This is an optimization exercise on Yosys and OpenROAD, whose aim is small area and a short achievable clock period, not a production implementation. RTL that was checked went through simulation tests only; none was proved equivalent to the original. Power figures rest on the tool's default switching activity, not on a simulated workload.

## pepper
==> flow/design.v (excerpt) <==
module multiplier (
    input clk,
    input rst,
    input start,
    input [31:0] A,
    input [31:0] B,
    input [7:0] Physical_address_in,
    input [31:0] PC_in,
    output [63:0] Product,
    output reg done,
    output reg [7:0] Physical_address_out,
    output reg [31:0] PC_out
);
Size in the first run: roughly 2,800 cells after synthesis.
==> flow/config.mk <==
export PLATFORM = sky130hd
export DESIGN_NAME = multiplier
export DESIGN_NICKNAME = multiplier
export VERILOG_FILES = /design/flow/design.v
export SDC_FILE = /design/flow/constraint.sdc
export NUM_CORES = 8
export LEC_CHECK = 0
export CAP_MARGIN = 20
export CORE_MARGIN = 2
export CORE_UTILIZATION = 40
export PLACE_DENSITY = 0.7
export SETUP_SLACK_MARGIN = 0.5
export SLEW_MARGIN = 20
export SYNTH_HIERARCHICAL = 1
export SYNTH_MINIMUM_KEEP_SIZE = 0
==> flow/constraint.sdc <==
create_clock -name core_clock -period 5.0 [get_ports {clk}]
set_input_delay 1.0000 -clock core_clock [delete_from_list [all_inputs] [get_ports {clk}]]
set_output_delay 1.0000 -clock core_clock [all_outputs]
set_load 0.01 [all_outputs]
standard.sh (not shown) runs the stock make flow with config.mk's settings and CLKGATE_MAP_FILE= SYNTH_SCRIPT=/design/flow/synth_recipe.tcl, a recipe that flattens the netlist after the stock synthesis.
==> flow/flow/run.sh <==
#!/bin/bash
# Layout flow: the standard ORFS flow (standard.sh) with extra ORFS
# settings read from flow/knobs.txt (one VAR=value per line; @FLOW@ stands
# for this flow folder). Its output goes to standard.log.
set -euo pipefail
flowdir="$(pwd)/flow"
knobs=()
while IFS= read -r line; do
  [[ -z "$line" || "$line" == \#* ]] && continue
  knobs+=("${line//@FLOW@/$flowdir}")
done < flow/knobs.txt
bash standard.sh "${knobs[@]}" finish > standard.log 2>&1
==> flow/flow/downsize.tcl <==
# Start the layout from the smallest drive strength of every logic cell that
# synthesis sized up; the flow's timing repair then sizes up what needs it.
set n 0
foreach inst [[ord::get_db_block] getInsts] {
  set m [[$inst getMaster] getName]
  if {![regexp {^(sky130_fd_sc_hd__[a-z0-9]+)_([0-9]+)$} $m -> base size]} { continue }
  if {$size <= 1} { continue }
  if {[string match "*df*" $base] || [string match "*conb*" $base] || [string match "*clk*" $base] || [string match "*maj3*" $base]} { continue }
  set small [get_lib_cells -quiet ${base}_1]
  if {$small == ""} { continue }
  replace_cell [$inst getName] $small
  incr n
}
puts "downsize: $n cells set to drive strength 1"
==> flow/flow/knobs.txt <==
BUFFER_PORTS_ARGS=-buffer_cell sky130_fd_sc_hd__buf_1
PRE_FLOORPLAN_TCL=@FLOW@/downsize.tcl
Modified inputs, tundra compared to pepper
--- a/flow/config.mk
+++ b/flow/config.mk
@@ -11,3 +11,3 @@
 export PLACE_DENSITY = 0.7
-export SETUP_SLACK_MARGIN = 0.5
+export SETUP_SLACK_MARGIN = 0.75
 export SLEW_MARGIN = 20
### Flow results
- On final net count, tundra and pepper are neck and neck.
- In tundra, the design area came out 1.5% above the value in pepper.
- Vias per cell ends up lower on tundra.
- Core utilization: tundra higher than pepper
Modified inputs, delta compared to tundra
--- a/flow/config.mk
+++ b/flow/config.mk
@@ -11,3 +11,3 @@
 export PLACE_DENSITY = 0.7
-export SETUP_SLACK_MARGIN = 0.75
+export SETUP_SLACK_MARGIN = 0.65
 export SLEW_MARGIN = 20
--- outcome ---
Non-clock buffer count ended up 1.8% lower on delta than on tundra. Per the comparison of delta with tundra, global-route usage saw little to no change; achievable clock frequency dropped 0.00094 GHz. Final area: delta better than tundra. Side by side, count of filler cells inserted in the layout turned out higher in delta than in tundra. Slew of the pin with the lowest slew margin: tundra and delta compared, higher one is tundra. The fraction of area in registers on delta is in line with that on tundra. As of delta, power had fallen by a few percent compared to tundra. From tundra to delta, combined buffer and inverter count along the critical path did not move at all.
Function was not checked in any run of this note: the RTL went through the layout flow alone.

---

== run 1 ==
Another version of the RTL of multiplier (not shown whole).
Size: roughly 2600 cells after synthesis, roughly 210 I/O pins.
Settings: LEC_CHECK=0, CAP_MARGIN=20, CORE_MARGIN=2, CORE_UTILIZATION=40, GPL_ROUTABILITY_DRIVEN=0, SETUP_SLACK_MARGIN=0.6, SLEW_MARGIN=20, SYNTH_HIERARCHICAL=1, SYNTH_MINIMUM_KEEP_SIZE=0; clock period 5.0 ns.
Scripts as last shown in full above: flow/flow/run.sh, flow/flow/downsize.tcl, flow/flow/knobs.txt
Run 1: done, clean on timing, DRC and antenna
Testbench counts of run 1, summed over its fixed seeds: latency 24,000, ops 24,000.
The following lists how run 2 was set up differently from run 1:
# run 1
export LEC_CHECK = 0
export CAP_MARGIN = 20
export CORE_MARGIN = 2
export CORE_UTILIZATION = 40
export GPL_ROUTABILITY_DRIVEN = 0
export SETUP_SLACK_MARGIN = 0.6
export SLEW_MARGIN = 20
export SYNTH_HIERARCHICAL = 1
export SYNTH_MINIMUM_KEEP_SIZE = 0
create_clock -name core_clock -period 5.0 [get_ports {clk}]
# run 2
export LEC_CHECK = 0
export CAP_MARGIN = 20
export CORE_MARGIN = 2
export CORE_UTILIZATION = 40
export CTS_BUF_LIST = sky130_fd_sc_hd__clkbuf_4 sky130_fd_sc_hd__clkbuf_8
export PLACE_DENSITY = 0.7
export SETUP_SLACK_MARGIN = 0.6
export SLEW_MARGIN = 20
export SYNTH_HIERARCHICAL = 1
export SYNTH_MINIMUM_KEEP_SIZE = 0
create_clock -name core_clock -period 5.0 [get_ports {clk}]
### Flow results
- Status: sequential share of cell area parity (run 1, run 2)
- Run 2 against run 1: final period utilization up 0.20 points, count of clock buffers in the final design went up.
- Worst setup path startpoint = B[16]: run 1; worst setup path startpoint = B[9]: run 2
- Run 2 completed; timing, DRC and antenna clean
Setup changes, run 2 to run 3
# run 2
export LEC_CHECK = 0
export CAP_MARGIN = 20
export CORE_MARGIN = 2
export CORE_UTILIZATION = 40
export CTS_BUF_LIST = sky130_fd_sc_hd__clkbuf_4 sky130_fd_sc_hd__clkbuf_8
export PLACE_DENSITY = 0.7
export SETUP_SLACK_MARGIN = 0.6
export SLEW_MARGIN = 20
export SYNTH_HIERARCHICAL = 1
export SYNTH_MINIMUM_KEEP_SIZE = 0
create_clock -name core_clock -period 5.0 [get_ports {clk}]
# run 3
export LEC_CHECK = 0
export CAP_MARGIN = 20
export CORE_MARGIN = 2
export CORE_UTILIZATION = 40
export SETUP_SLACK_MARGIN = 0.6
export SLEW_MARGIN = 20
export SYNTH_HIERARCHICAL = 1
export SYNTH_MINIMUM_KEEP_SIZE = 0
create_clock -name core_clock -period 5.0 [get_ports {clk}]
--- a/flow/flow/downsize.tcl
+++ b/flow/flow/downsize.tcl
@@ -7,3 +7,3 @@
   if {$size <= 1} { continue }
-  if {[string match "*df*" $base] || [string match "*conb*" $base] || [string match "*clk*" $base] || [string match "*maj3*" $base]} { continue }
+  if {[string match "*df*" $base] || [string match "*conb*" $base] || [string match "*clk*" $base]} { continue }
   set small [get_lib_cells -quiet ${base}_1]
[summary]
- Cmp run 2 and run 3 / global-route usage / higher: run 3
- Between run 2 and run 3, footprint of the multi-input gates is lower for run 2, run 3 comes in above that.
- Run 2 -> run 3: number of vias per cell increased slightly
- Compared with run 2, in run 3 sequential share of power fell by 0.2 points, shortest clock period the worst path allows after layout fell by 42 ps, worst hold slack rose by 49 ps, biggest cell delay along the critical path fell by 160 ps.
- Of run 2 and run 3, the run reporting the lower cell area was run 2.
- Comparing the two runs side by side, run 3 comes out behind run 2 on via count.
- Share of cell area taken by flip-flops and latches ends up higher on run 2.
Edits applied to the flow inputs when going from run 3 to run 4:
# run 3
export LEC_CHECK = 0
export CAP_MARGIN = 20
export CORE_MARGIN = 2
export CORE_UTILIZATION = 40
export SETUP_SLACK_MARGIN = 0.6
export SLEW_MARGIN = 20
export SYNTH_HIERARCHICAL = 1
export SYNTH_MINIMUM_KEEP_SIZE = 0
create_clock -name core_clock -period 5.0 [get_ports {clk}]
# run 4
export LEC_CHECK = 0
export CAP_MARGIN = 20
export CORE_MARGIN = 2
export CORE_UTILIZATION = 40
export PLACE_DENSITY = 0.7
export SETUP_SLACK_MARGIN = 0.7
export SLEW_MARGIN = 20
export SYNTH_HIERARCHICAL = 1
export SYNTH_MINIMUM_KEEP_SIZE = 0
create_clock -name core_clock -period 5.0 [get_ports {clk}]
--- a/flow/flow/downsize.tcl
+++ b/flow/flow/downsize.tcl
@@ -7,3 +7,3 @@
   if {$size <= 1} { continue }
-  if {[string match "*df*" $base] || [string match "*conb*" $base] || [string match "*clk*" $base]} { continue }
+  if {[string match "*df*" $base] || [string match "*conb*" $base] || [string match "*clk*" $base] || [string match "*maj3*" $base]} { continue }
   set small [get_lib_cells -quiet ${base}_1]
--- outcome ---
- Fmax ended up 1.2% higher on run 4 than on run 3.
- The first element of the critical path comes out B[17] in one run and B[25] in the other, namely in run 4 and run 3 respectively.
- Summary of run 4 over run 3: required time reported for the critical path endpoint now larger, wire length now smaller, post-place instance area comparable, cell area after layout comparable, final worst-path cycle share now smaller.

-- port drivers added, routing unchanged --
How much do the figures lean on ideal ports? The routed layouts below were timed once more, with nothing changed but the port constraints. Step 1 sets driving cells, clkbuf_16 on the clock port and buf_2 on the other inputs (assumed; they add their load-dependent delay and slew). Step 2 also shifts input and output timing later by t, the mid clock arrival at the registers, as if the neighbouring blocks saw the same clock. Three values: ideal, step 1, step 2; two values: the first two.
run	t, ns	setup slack, ns	hold slack, ns	worst setup path after step 2	slew at the worst register clock pin (ns)
pepper	0.573	0.727 / 0.662 / 0.338	0.567 / 0.525 / 1.098	input to register	0.10 / 0.10
tundra	0.554	0.858 / 0.806 / 0.251	0.576 / 0.534 / 1.088	input to register	0.09 / 0.09
delta	0.571	0.841 / 0.778 / 0.329	0.568 / 0.527 / 1.097	input to register	0.10 / 0.10
run 1	0.493	0.631 / 0.635 / 0.141	0.637 / 0.615 / 1.108	input to register	0.09 / 0.09
run 2	0.552	0.621 / 0.604 / 0.052	0.572 / 0.552 / 1.104	input to register	0.12 / 0.12
run 3	0.509	0.662 / 0.660 / 0.174	0.621 / 0.599 / 1.108	input to register	0.09 / 0.09
run 4	0.531	0.712 / 0.714 / 0.183	0.597 / 0.571 / 1.102	input to register	0.08 / 0.08
After both steps setup and hold are still met in every run listed. For tundra, which loses most, drivers alone change the setup slack by -0.052 ns; drivers and shift together by -0.607 ns.
